Context: an optimization exercise on an open-source flow, tuned for small area. The choices shown serve that exercise and are no tape-out recipe. Only simulation tests tie the RTL to the original design; equivalence was not proved. No activity file was given, so power comes from the tool's default toggle rates.

==> run a: inputs <==
==> flow/design.v <==
module rca #(parameter W = 32) (
	input	[W-1:0]	a,
	input	[W-1:0]	b,
	input		ci,
	output	[W-1:0]	s,
	output		co
);
wire [W:0] c;
assign c[0] = ci;
genvar k;
generate for (k = 0; k < W; k = k + 1) begin : g
	assign s[k]   = a[k] ^ b[k] ^ c[k];
	assign c[k+1] = (a[k] & b[k]) | (a[k] & c[k]) | (b[k] & c[k]);
end endgenerate
assign co = c[W];
endmodule
module md_rows #(parameter HI = 31, parameter LO = 0) (
	input		mul,
	input	[31:0]	a,
	input	[31:0]	b,
	input	[31:0]	vin,	 
	input	[31:0]	qin,	 
	output	[31:0]	vout,	 
	output	[31:0]	qout	 
);
wire [31:0] x = mul ? a : ~b;
wire [32:0] hi_or;
assign hi_or[32] = 1'b0;
genvar k, i;
generate for (k = 31; k >= 0; k = k - 1) begin : gor
	assign hi_or[k] = hi_or[k+1] | b[k];
end endgenerate
generate for (i = HI; i >= LO; i = i - 1) begin : row
	wire [32:0] vu, qu;
	if (i == HI) begin : first
		assign vu = {1'b0, vin};
		assign qu = {1'b0, qin};
	end else begin : next
		assign vu = row[i+1].vo;
		assign qu = row[i+1].qo;
	end
	wire [32-i:0] rfull = {vu[32:i+1], a[i] & ~mul};
	wire [31-i:0] rin = rfull[31-i:0];
	wire [31-i:0] d;
	wire co;
	rca #(.W(32-i)) add (.a(rin), .b(x[31-i:0]), .ci(~mul), .s(d), .co(co));
	wire bz = (i == 0) ? 1'b1 : ~hi_or[32-i];
	wire qi = co & bz;
	wire sel = mul ? b[i] : qi;
	wire [31-i:0] r = sel ? d : rin;
	wire [32:0] vo, qo;
	if (i > 0) begin : lowpad
		assign vo = {1'b0, r, {i{1'b0}}};
		assign qo = {qu[32:i+1], qi, {i{1'b0}}};
	end else begin : nopad
		assign vo = {1'b0, r};
		assign qo = {qu[32:1], qi};
	end
end endgenerate
assign vout = row[LO].vo[31:0];
assign qout = row[LO].qo[31:0];
endmodule
module MIPS(
	input		clk,
	input		rst,
	output	[31:0]	imem_addr,
	input	[31:0]	imem_data,
	output	reg [31:0]	rd1_D,
	output	reg [31:0]	rd2_D,
	output	[31:0]	ALU_result_E,
	output		ZERO_E,
	output	reg [31:0]	mem_read_M,
	output	reg [31:0]	RESULT_WB
);
localparam K1 = 16;	 
localparam K2 = 5;	 
reg [31:0]	PC_F;
reg [31:0]	instr_D, PC_D;
reg [31:0]	rd1_E, opB_E, target_E;
reg [3:0]	alu_E;
reg		Jump_E, Branch_E, MemW_E, MemR_E;
reg [4:0]	rdst_E;
reg [31:0]	ALU_M;
reg		MemW_M, MemR_M;
reg [4:0]	rdst_M;
reg [4:0]	rdst_W;
reg [31:0]	regs [1:31];
reg [31:0]	dmem [0:15];
reg [31:0]	md1_v, md1_q, md2_v, md2_q;
wire		PC_src = Jump_E | (Branch_E & ZERO_E);
wire [29:0]	pc_inc;
rca #(.W(30)) inc (.a(PC_F[31:2]), .b(30'd0), .ci(1'b1), .s(pc_inc), .co());
assign imem_addr = PC_F;
always @(posedge clk) begin
	if (rst)
		PC_F <= 32'd0;
	else
		PC_F <= PC_src ? target_E : {pc_inc, PC_F[1:0]};
end
always @(posedge clk) begin
	if (rst) begin
		instr_D <= 32'd0;
		PC_D    <= 32'd0;
	end else begin
		instr_D <= imem_data;
		PC_D    <= PC_F;
	end
end
wire [5:0] op = instr_D[31:26];
wire isR   = (op == 6'b110000);
wire isLW  = (op == 6'b100000);
wire isSW  = (op == 6'b100001);
wire isBr  = (op[5:1] == 5'b10001);
wire isADDI = (op == 6'b100100);
wire isANDI = (op == 6'b100101);
wire isORI  = (op == 6'b100110);
wire isJ   = (op == 6'b000000);
wire useImm = isLW | isADDI | isANDI | isORI;
wire regW  = isR | useImm;
reg [3:0] alu_D;
always @(*) begin
	if (isR)			alu_D = instr_D[3:0];
	else if (isLW | isADDI)		alu_D = 4'd1;
	else if (isBr)			alu_D = 4'd2;
	else if (isANDI)		alu_D = 4'd5;
	else if (isORI)			alu_D = 4'd6;
	else				alu_D = 4'd0;	 
end
wire [31:0] sext16 = {{16{instr_D[15]}}, instr_D[15:0]};
wire [31:0] ext_t = {{6{instr_D[15]}}, isJ ? instr_D[25:16] : {10{instr_D[15]}}, instr_D[15:0]};
wire [31:0] target_D;
rca #(.W(32)) tadd (.a(PC_D), .b(ext_t), .ci(1'b0), .s(target_D), .co());
wire [4:0] rs = instr_D[25:21];
wire [4:0] rt = instr_D[20:16];
reg [31:0] rf1, rf2;
integer j;
always @(*) begin
	rf1 = 32'd0;
	rf2 = 32'd0;
	for (j = 1; j < 32; j = j + 1) begin
		rf1 = rf1 | ({32{rs == j}} & regs[j]);
		rf2 = rf2 | ({32{rt == j}} & regs[j]);
	end
end
wire [31:0] rd1_n = (rs == 5'd0) ? 32'd0 : (rs == rdst_W) ? RESULT_WB : rf1;
wire [31:0] rd2_n = (rt == 5'd0) ? 32'd0 : (rt == rdst_W) ? RESULT_WB : rf2;
always @(posedge clk) begin
	if (rst) begin
		rd1_D <= 32'd0;
		rd2_D <= 32'd0;
	end else begin
		rd1_D <= rd1_n;
		rd2_D <= rd2_n;
	end
end
wire [31:0] wd_r = RESULT_WB & {32{~rst}};
integer n;
always @(posedge clk) begin
	for (n = 1; n < 32; n = n + 1)
		if (rst || rdst_W == n)
			regs[n] <= wd_r;
end
always @(posedge clk) begin
	rd1_E    <= rd1_D;
	opB_E    <= useImm ? sext16 : rd2_D;
	target_E <= target_D;
	if (rst) begin
		alu_E    <= 4'd0;
		Jump_E   <= 1'b0;
		Branch_E <= 1'b0;
		MemW_E   <= 1'b0;
		MemR_E   <= 1'b0;
		rdst_E   <= 5'd0;
	end else begin
		alu_E    <= alu_D;
		Jump_E   <= isJ;
		Branch_E <= isBr;
		MemW_E   <= isSW;
		MemR_E   <= isLW;
		rdst_E   <= regW ? instr_D[15:11] : 5'd0;
	end
end
wire [31:0] md1_vo, md1_qo, md2_vo, md2_qo, md3_vo, md3_qo;
md_rows #(.HI(31), .LO(K1)) mdr1 (
	.mul(~imem_data[2]), .a(rd1_n), .b(rd2_n),
	.vin(32'd0), .qin(32'd0), .vout(md1_vo), .qout(md1_qo));
md_rows #(.HI(K1-1), .LO(K2)) mdr2 (
	.mul(~instr_D[2]), .a(rd1_D), .b(rd2_D),
	.vin(md1_v), .qin(md1_q), .vout(md2_vo), .qout(md2_qo));
md_rows #(.HI(K2-1), .LO(0)) mdr3 (
	.mul(~alu_E[2]), .a(rd1_E), .b(opB_E),
	.vin(md2_v), .qin(md2_q), .vout(md3_vo), .qout(md3_qo));
always @(posedge clk) begin
	md1_v <= {md1_vo[31:K1], {K1{1'b0}}};
	md1_q <= {md1_qo[31:K1], {K1{1'b0}}};
	md2_v <= {md2_vo[31:K2], {K2{1'b0}}};
	md2_q <= {md2_qo[31:K2], {K2{1'b0}}};
end
wire [31:0] A = rd1_E;
wire [31:0] B = opB_E;
wire sub = (alu_E == 4'd2);
wire [31:0] addsub;
rca #(.W(32)) alu_add (.a(A), .b(B ^ {32{sub}}), .ci(sub), .s(addsub), .co());
reg [3:0] lut;
always @(*) begin
	case (alu_E)
		4'd5:		lut = 4'b1000;
		4'd6:		lut = 4'b1110;
		4'd7:		lut = 4'b0110;
		4'd8:		lut = 4'b0011;
		4'd0:		lut = MemW_E ? 4'b1100 : 4'b0000;
		default:	lut = 4'b0000;
	endcase
end
wire s_as  = (alu_E == 4'd1) | sub;
wire s_mul = (alu_E == 4'd3);
wire s_div = (alu_E == 4'd4);
wire s_al  = (alu_E == 4'd9) | (alu_E == 4'd13);
wire s_ar  = (alu_E == 4'd10) | (alu_E == 4'd14);
wire s_bl  = (alu_E == 4'd11);
wire s_br  = (alu_E == 4'd12);
wire [31:0] lg;
genvar gl;
generate for (gl = 0; gl < 32; gl = gl + 1) begin : glut
	assign lg[gl] = lut[{A[gl], B[gl]}];
end endgenerate
wire [31:0] res = lg
	| ({32{s_as}}  & addsub)
	| ({32{s_mul}} & md3_vo)
	| ({32{s_div}} & md3_qo)
	| ({32{s_al}}  & {A[28:0], 3'b000})
	| ({32{s_ar}}  & {3'b000, A[31:3]})
	| ({32{s_bl}}  & {B[28:0], 3'b000})
	| ({32{s_br}}  & {3'b000, B[31:3]});
assign ALU_result_E = res;
assign ZERO_E = ~|res;
wire [31:0] sd_r = B & {32{~rst}};
integer m;
always @(posedge clk) begin
	for (m = 0; m < 16; m = m + 1)
		if (rst || (MemW_E && A[3:0] == m))
			dmem[m] <= sd_r;
end
always @(posedge clk) begin
	if (rst) begin
		ALU_M  <= 32'd0;
		MemW_M <= 1'b0;
		MemR_M <= 1'b0;
		rdst_M <= 5'd0;
	end else begin
		ALU_M  <= res;
		MemW_M <= MemW_E;
		MemR_M <= MemR_E;
		rdst_M <= rdst_E;
	end
end
always @(posedge clk) begin
	if (rst)
		mem_read_M <= 32'd0;
	else if (MemW_M)
		mem_read_M <= mem_read_M;
	else if (MemR_M)
		mem_read_M <= dmem[ALU_M[3:0]];
	else
		mem_read_M <= 32'd0;
end
always @(posedge clk) begin
	if (rst) begin
		RESULT_WB <= 32'd0;
		rdst_W    <= 5'd0;
	end else begin
		RESULT_WB <= MemR_M ? mem_read_M : ALU_M;
		rdst_W    <= rdst_M;
	end
end
endmodule
==> flow/flow/run.sh <==
#!/bin/bash
# The standard layout (standard.sh, unchanged make flow) with these changes:
# - synthesis maps with an area-oriented ABC script (&syn2, &dch -f, &nf -a, twice)
#   in place of ORFS's abc_area.script; the rest of ORFS's scripts are used as they are;
# - clock tree synthesis uses clkbuf_8 buffers and inserts no dummy loads;
# - port buffers are buf_1.
# Each tool's output stays in the ORFS logs under orfs/logs; make's own output is
# in make.log here.
set -euo pipefail
W=$(pwd)
rm -rf "$W/scripts"
cp -r "$FLOW_HOME/scripts" "$W/scripts"
cp "$W/flow/abc_area.script" "$W/scripts/abc_area.script"
bash "$W/standard.sh" \
	"SCRIPTS_DIR=$W/scripts" \
	"CTS_ARGS=-sink_clustering_enable -repair_clock_nets -dont_use_dummy_load -sink_clustering_size 15 -sink_clustering_max_diameter 80 -buf_list sky130_fd_sc_hd__clkbuf_8" \
	"BUFFER_PORTS_ARGS=-buffer_cell sky130_fd_sc_hd__buf_1" \
	finish > "$W/make.log" 2>&1
==> flow/flow/abc_area.script <==
&get -n
&st
&syn2
&dch -f
&nf -a -R 1000
&st
&syn2
&dch -f
&nf -a -R 1000
&put
buffer -c
topo
stime -c
upsize -c
dnsize -c
==> flow/standard.sh <==
#!/bin/bash
# synth_recipe.tcl (not shown) runs the flow's synth.tcl, then flattens the netlist and writes it again
# the make line also repeats each setting of config.mk as NAME=value (left out here)
make -C /OpenROAD-flow-scripts/flow DESIGN_CONFIG=/design/flow/config.mk WORK_HOME=/design/flow/orfs CLKGATE_MAP_FILE= SYNTH_SCRIPT=/design/flow/synth_recipe.tcl "${@:-finish}"
==> flow/config.mk <==
export PLATFORM = sky130hd
export DESIGN_NAME = MIPS
export DESIGN_NICKNAME = MIPS
export VERILOG_FILES = /design/flow/design.v
export SDC_FILE = /design/flow/constraint.sdc
export NUM_CORES = 4
export LEC_CHECK = 0
export ABC_AREA = 1
export CAP_MARGIN = 10
export CORE_MARGIN = 2
export CORE_UTILIZATION = 62
export SLEW_MARGIN = 10
==> flow/constraint.sdc <==
create_clock -name core_clock -period 120.0 [get_ports {clk}]
set_input_delay 24.0000 -clock core_clock [delete_from_list [all_inputs] [get_ports {clk}]]
set_output_delay 24.0000 -clock core_clock [all_outputs]
set_load 0.01 [all_outputs]
==> run b: changes against run a <==
--- a/flow/design.v
+++ b/flow/design.v
@@ -201,37 +201,23 @@
 wire sub = (alu_E == 4'd2);
 wire [31:0] addsub;
 rca #(.W(32)) alu_add (.a(A), .b(B ^ {32{sub}}), .ci(sub), .s(addsub), .co());
-reg [3:0] lut;
+reg [31:0] res;
 always @(*) begin
 	case (alu_E)
-		4'd5:		lut = 4'b1000;
-		4'd6:		lut = 4'b1110;
-		4'd7:		lut = 4'b0110;
-		4'd8:		lut = 4'b0011;
-		4'd0:		lut = MemW_E ? 4'b1100 : 4'b0000;
-		default:	lut = 4'b0000;
+		4'd1, 4'd2:	res = addsub;
+		4'd3:		res = md3_vo;
+		4'd4:		res = md3_qo;
+		4'd5:		res = A & B;
+		4'd6:		res = A | B;
+		4'd7:		res = A ^ B;
+		4'd8:		res = ~A;
+		4'd9, 4'd13:	res = {A[28:0], 3'b000};
+		4'd10, 4'd14:	res = {3'b000, A[31:3]};
+		4'd11:		res = {B[28:0], 3'b000};
+		4'd12:		res = {3'b000, B[31:3]};
+		default:	res = MemW_E ? A : 32'd0;	 
 	endcase
 end
-wire s_as  = (alu_E == 4'd1) | sub;
-wire s_mul = (alu_E == 4'd3);
-wire s_div = (alu_E == 4'd4);
-wire s_al  = (alu_E == 4'd9) | (alu_E == 4'd13);
-wire s_ar  = (alu_E == 4'd10) | (alu_E == 4'd14);
-wire s_bl  = (alu_E == 4'd11);
-wire s_br  = (alu_E == 4'd12);
-wire [31:0] lg;
-genvar gl;
-generate for (gl = 0; gl < 32; gl = gl + 1) begin : glut
-	assign lg[gl] = lut[{A[gl], B[gl]}];
-end endgenerate
-wire [31:0] res = lg
-	| ({32{s_as}}  & addsub)
-	| ({32{s_mul}} & md3_vo)
-	| ({32{s_div}} & md3_qo)
-	| ({32{s_al}}  & {A[28:0], 3'b000})
-	| ({32{s_ar}}  & {3'b000, A[31:3]})
-	| ({32{s_bl}}  & {B[28:0], 3'b000})
-	| ({32{s_br}}  & {3'b000, B[31:3]});
 assign ALU_result_E = res;
 assign ZERO_E = ~|res;
 wire [31:0] sd_r = B & {32{~rst}};
==> flow/flow/run.sh (replaced) <==
#!/bin/bash
# The standard layout (standard.sh, unchanged make flow) with three changes:
# - synthesis maps with an area-oriented ABC script (&nf -a) in place of ORFS's
#   abc_area.script; the rest of ORFS's scripts are used as they are;
# - clock tree synthesis uses clkbuf_8 buffers and inserts no dummy loads;
# - port buffers are buf_1.
# Each tool's output stays in the ORFS logs under orfs/logs; make's own output is
# in make.log here.
set -euo pipefail
W=$(pwd)
rm -rf "$W/scripts"
cp -r "$FLOW_HOME/scripts" "$W/scripts"
cp "$W/flow/abc_area.script" "$W/scripts/abc_area.script"
bash "$W/standard.sh" \
	"SCRIPTS_DIR=$W/scripts" \
	"CTS_ARGS=-sink_clustering_enable -repair_clock_nets -dont_use_dummy_load -sink_clustering_size 15 -sink_clustering_max_diameter 50 -buf_list sky130_fd_sc_hd__clkbuf_8" \
	"BUFFER_PORTS_ARGS=-buffer_cell sky130_fd_sc_hd__buf_1" \
	finish > "$W/make.log" 2>&1
==> flow/flow/abc_area.script (replaced) <==
&get -n
&st
&dch
&nf -a
&put
buffer -c
topo
stime -c
upsize -c
dnsize -c
- CORE_UTILIZATION: 62 -> 55
==> reports/qor.txt <==
Setup Skew -> 0.118 ns
WL met2 -> 160000 µm
Finished Cell Area -> 102000 µm²
Slowest CP cell -> dfxtp_4
Hold_sp -> md1_q[20]
Max_slew headroom -> 5.52%
Least-Margin Pin Slew -> 1.41 ns
Clock buffers -> 155
Post-Synth Adder-Cell Area -> 12.1%
Outcome -> complete, no violations
CP arrival -> 94.59 ns
Post-synthesis cell area -> 94800 µm²
Core Util, Final -> 66.9%
Seq pwr -> 0.000813 W
Cells after synthesis -> 7024
[end of results for run a]
==> reports/qor.txt <==
Outcome -> complete, no violations
CP arrival -> 75.81 ns
Setup Skew -> 0.146 ns
Max_slew headroom -> 16.1%
Finished Cell Area -> 105000 µm²
WL met2 -> 154000 µm
Area contributors post-synth -> edfxtp_1, fa_1, dfxtp_1
Sequential cell count -> 1967
Slowest CP cell -> nor4_1
Hold_sp -> md1_q[31]
Post-Synth Adder-Cell Area -> 12.6%
Post-DP HPWL -> 229000 µm
Post-synthesis cell area -> 97700 µm²
Seq pwr -> 0.000808 W
#FFs+latches synth -> 1967
Clock buffers -> 183
Least-Margin Pin Slew -> 1.25 ns
[end of results for run b]

[port drivers added, routing unchanged]
The flow's constraints put no driver on any port. The routed layouts listed below were extracted and timed again, unchanged, in two steps.
Step 1 (the two cells are an assumption about what drives the block):
set clk [get_ports {clk}]
set_driving_cell -lib_cell sky130_fd_sc_hd__clkbuf_16 $clk
set_driving_cell -lib_cell sky130_fd_sc_hd__buf_2 [delete_from_list [all_inputs] $clk]
Step 2 moves the port delays by t, midway between the first and last clock arrival at a register: inputs arrive t later, outputs are due t later. That takes back most of the time a late clock gives input paths.
a / b / c = ideal / step 1 / step 2; a / b = the first two.
| run | t, ns | slack for setup (ns) | clock arrival spread, ns |
|---|---|---|---|
| run a | 0.986 | 26.172 / 26.172 / 26.172 | 0.119 / 0.119 |
| run b | 1.044 | 20.189 / 20.105 / 21.149 | 0.153 / 0.153 |
After both steps setup and hold are still met in every run listed.
